This design comes from an exercise in tuning for small area on the open sky130 flow, not from production work.
The RTL was checked by simulation tests, not by an equivalence proof against the original design.
Power figures rest on the tool's default switching activity, not on a simulated workload.

== job 2196 ==
## avg_median
module avg_median (
    input wire Clk,
    input wire Reset,
    input wire signed [15:0] InputA,
    output wire signed [15:0] OutputA,
    output wire signed [15:0] OutputB
);
Size: roughly 4,200 flip-flops, roughly 50 I/O pins, roughly 88,000 um^2 of cells after synthesis.
Settings: LEC_CHECK=0, CAP_MARGIN=20, CORE_MARGIN=2, CORE_UTILIZATION=75, SLEW_MARGIN=20; clock period 8.0 ns.
standard.sh (not shown) runs the stock make flow with config.mk's settings and CLKGATE_MAP_FILE= SYNTH_SCRIPT=/design/flow/synth_recipe.tcl, a recipe that flattens the netlist after the stock synthesis.
==> flow/flow/run.sh <==
#!/bin/bash
# Standard layout, with the clock tree built from the arguments in flow/cts_args.txt.
set -euo pipefail
ARGS=$(cat flow/cts_args.txt)
bash standard.sh "CTS_ARGS=$ARGS" finish > make_finish.log 2>&1
==> flow/flow/cts_args.txt <==
-sink_clustering_enable -repair_clock_nets -sink_clustering_size 28 -sink_clustering_max_diameter 60 -distance_between_buffers 60 -balance_levels
--- input diff job 2196..job 8273 ---
==> flow/flow/cts_args.txt <==
-sink_clustering_enable -repair_clock_nets -sink_clustering_size 30 -sink_clustering_max_diameter 40 -distance_between_buffers 60
### Flow results
Job 8273 never completed, since it errored out during 4_1_cts.
Compared with job 2196, in job 8273 number of levels in the clock H-tree essentially unchanged, CTS sink count has remained practically unchanged, routability congestion estimate from global placement level, cell area reported after detailed placement comparable.
Job 8273 -> job 2196: half-perimeter wire length of the detailed placement result delta 0, exact match
Synthesized area: job 8273 vs job 2196 identical
Setup changes, job 8273 to job 4095
==> flow/flow/run.sh <==
#!/bin/bash
# Standard layout, with extra ORFS make variables, one VAR=value per line in
# flow/make_vars.txt (for example the clock tree's CTS_ARGS).
set -euo pipefail
mapfile -t VARS < <(grep -v '^\s*$' flow/make_vars.txt)
bash standard.sh "${VARS[@]}" finish > make_finish.log 2>&1
==> flow/flow/make_vars.txt (new file) <==
CTS_ARGS=-sink_clustering_enable -repair_clock_nets -sink_clustering_size 28 -sink_clustering_max_diameter 60 -distance_between_buffers 60 -balance_levels -dont_use_dummy_load
BUFFER_PORTS_ARGS=-buffer_cell sky130_fd_sc_hd__buf_1
removed: flow/flow/cts_args.txt
==> run summary <==
- Job 4095: all stages complete, timing, DRC and antenna checks passed
- Job 8273 | ERROR | 4_1_cts
- Any difference in area after synthesis between job 4095 and job 8273 is small enough to ignore.
- In the metrics for job 4095 and job 8273, the one carrying the higher number of buffers inserted during clock tree synthesis is job 8273.
- Reported for job 4095 and job 8273, average footprint of a synthesized cell turned out identical to the last digit.
- As of job 4095, detailed placer's ending HPWL had risen slightly compared to job 8273.


avg_median, a different RTL version from the one above (not shown whole).
Size in the first run: ~4200 flip-flops, about 50 I/O pins, roughly 87000 sq um of cells after synthesis.
## avg_median
module avg_median (
    input wire Clk,
    input wire Reset,
    input wire signed [15:0] InputA,
    output wire signed [15:0] OutputA,
    output wire signed [15:0] OutputB
);
clock: 8.0 ns
lec_check: 0
cap_margin: 20
core_margin: 2
core_utilization: 75
slew_margin: 20
==> flow/flow/run.sh <==
#!/bin/bash
# Standard layout, with extra ORFS make variables, one VAR=value per line in
# flow/make_vars.txt (for example the clock tree's CTS_ARGS).
set -euo pipefail
mapfile -t VARS < <(grep -v '^\s*$' flow/make_vars.txt)
bash standard.sh "${VARS[@]}" finish > make_finish.log 2>&1
==> flow/flow/make_vars.txt <==
CTS_ARGS=-sink_clustering_enable -repair_clock_nets -sink_clustering_max_diameter 50 -distance_between_buffers 60 -balance_levels -dont_use_dummy_load -sink_clustering_size 24 -buf_list {sky130_fd_sc_hd__clkbuf_16 sky130_fd_sc_hd__buf_12} -sink_clustering_buffer sky130_fd_sc_hd__buf_12 -tree_buf sky130_fd_sc_hd__clkbuf_16 -root_buf sky130_fd_sc_hd__clkbuf_16
BUFFER_PORTS_ARGS=-buffer_cell sky130_fd_sc_hd__buf_1
The starting point ended with an error in 4_1_cts on DPL-0033.
Then changed:
==> flow/flow/make_vars.txt (replaced) <==
CTS_ARGS=-sink_clustering_enable -repair_clock_nets -sink_clustering_max_diameter 60 -distance_between_buffers 60 -balance_levels -dont_use_dummy_load -sink_clustering_size 28
BUFFER_PORTS_ARGS=-buffer_cell sky130_fd_sc_hd__buf_1
The changed run failed in 4_1_cts with DPL-0033.
Area after synthesis stays the same.
Synthesized cell count is unchanged.
Then changed:
==> flow/flow/make_vars.txt (replaced) <==
CTS_ARGS=-sink_clustering_enable -repair_clock_nets -sink_clustering_max_diameter 35 -distance_between_buffers 60 -balance_levels -dont_use_dummy_load -sink_clustering_size 28
BUFFER_PORTS_ARGS=-buffer_cell sky130_fd_sc_hd__buf_1
- CORE_UTILIZATION: 75 -> 70
=>
- With this change the flow finished but failed the layout checks on negative setup slack
- synthesized cell count stays the same
- synthesized area is unchanged
Then changed:
==> flow/flow/make_vars.txt (replaced) <==
CTS_ARGS=-sink_clustering_enable -repair_clock_nets -sink_clustering_max_diameter 60 -distance_between_buffers 60 -balance_levels -dont_use_dummy_load -sink_clustering_size 28
BUFFER_PORTS_ARGS=-buffer_cell sky130_fd_sc_hd__buf_1
Outcome: The changed run ran to the end with violations: negative setup slack. Area after synthesis is unchanged. Synthesized cell count stays the same. First-iteration DRC count climbs by 11%. Sequential share of layout area climbs by 4.3 points. Cell count drops by 2.9%. Via count drops by 6.9%. Power drops by 15%. Fmax hardly moves. Critical path depth drops by 15.

==> what the ideal ports hide <==
The flow's constraints put no driver on any port. The routed layouts listed below were extracted and timed again, unchanged, in two steps.
Step 1 sets driving cells, clkbuf_16 on the clock port and buf_2 on the other inputs (assumed; they add their load-dependent delay and slew).
Step 2, shift: input delay + t, output delay - t, t = (earliest + latest rising clock arrival at the registers) / 2. This alone moves slack from input paths to output paths.
a / b / c = no drivers / after step 1 / after step 2; a / b = the first two.
run | shift t [ns] | setup slack, ns | worst register clock-pin slew, ns
job 2196 | 1.007 | 2.271 / 2.197 / 1.782 | 0.12 / 0.12
job 4095 | 0.985 | 1.903 / 1.832 / 2.287 | 0.11 / 0.11
the third run of note 2 | 1.113 | -2.122 / -2.122 / -2.122 | 0.12 / 0.12
the fourth run of note 2 | 0.995 | -2.122 / -2.122 / -2.122 | 0.10 / 0.10
For job 2196, which loses most, drivers alone change the setup slack by -0.074 ns; drivers and shift together by -0.489 ns.
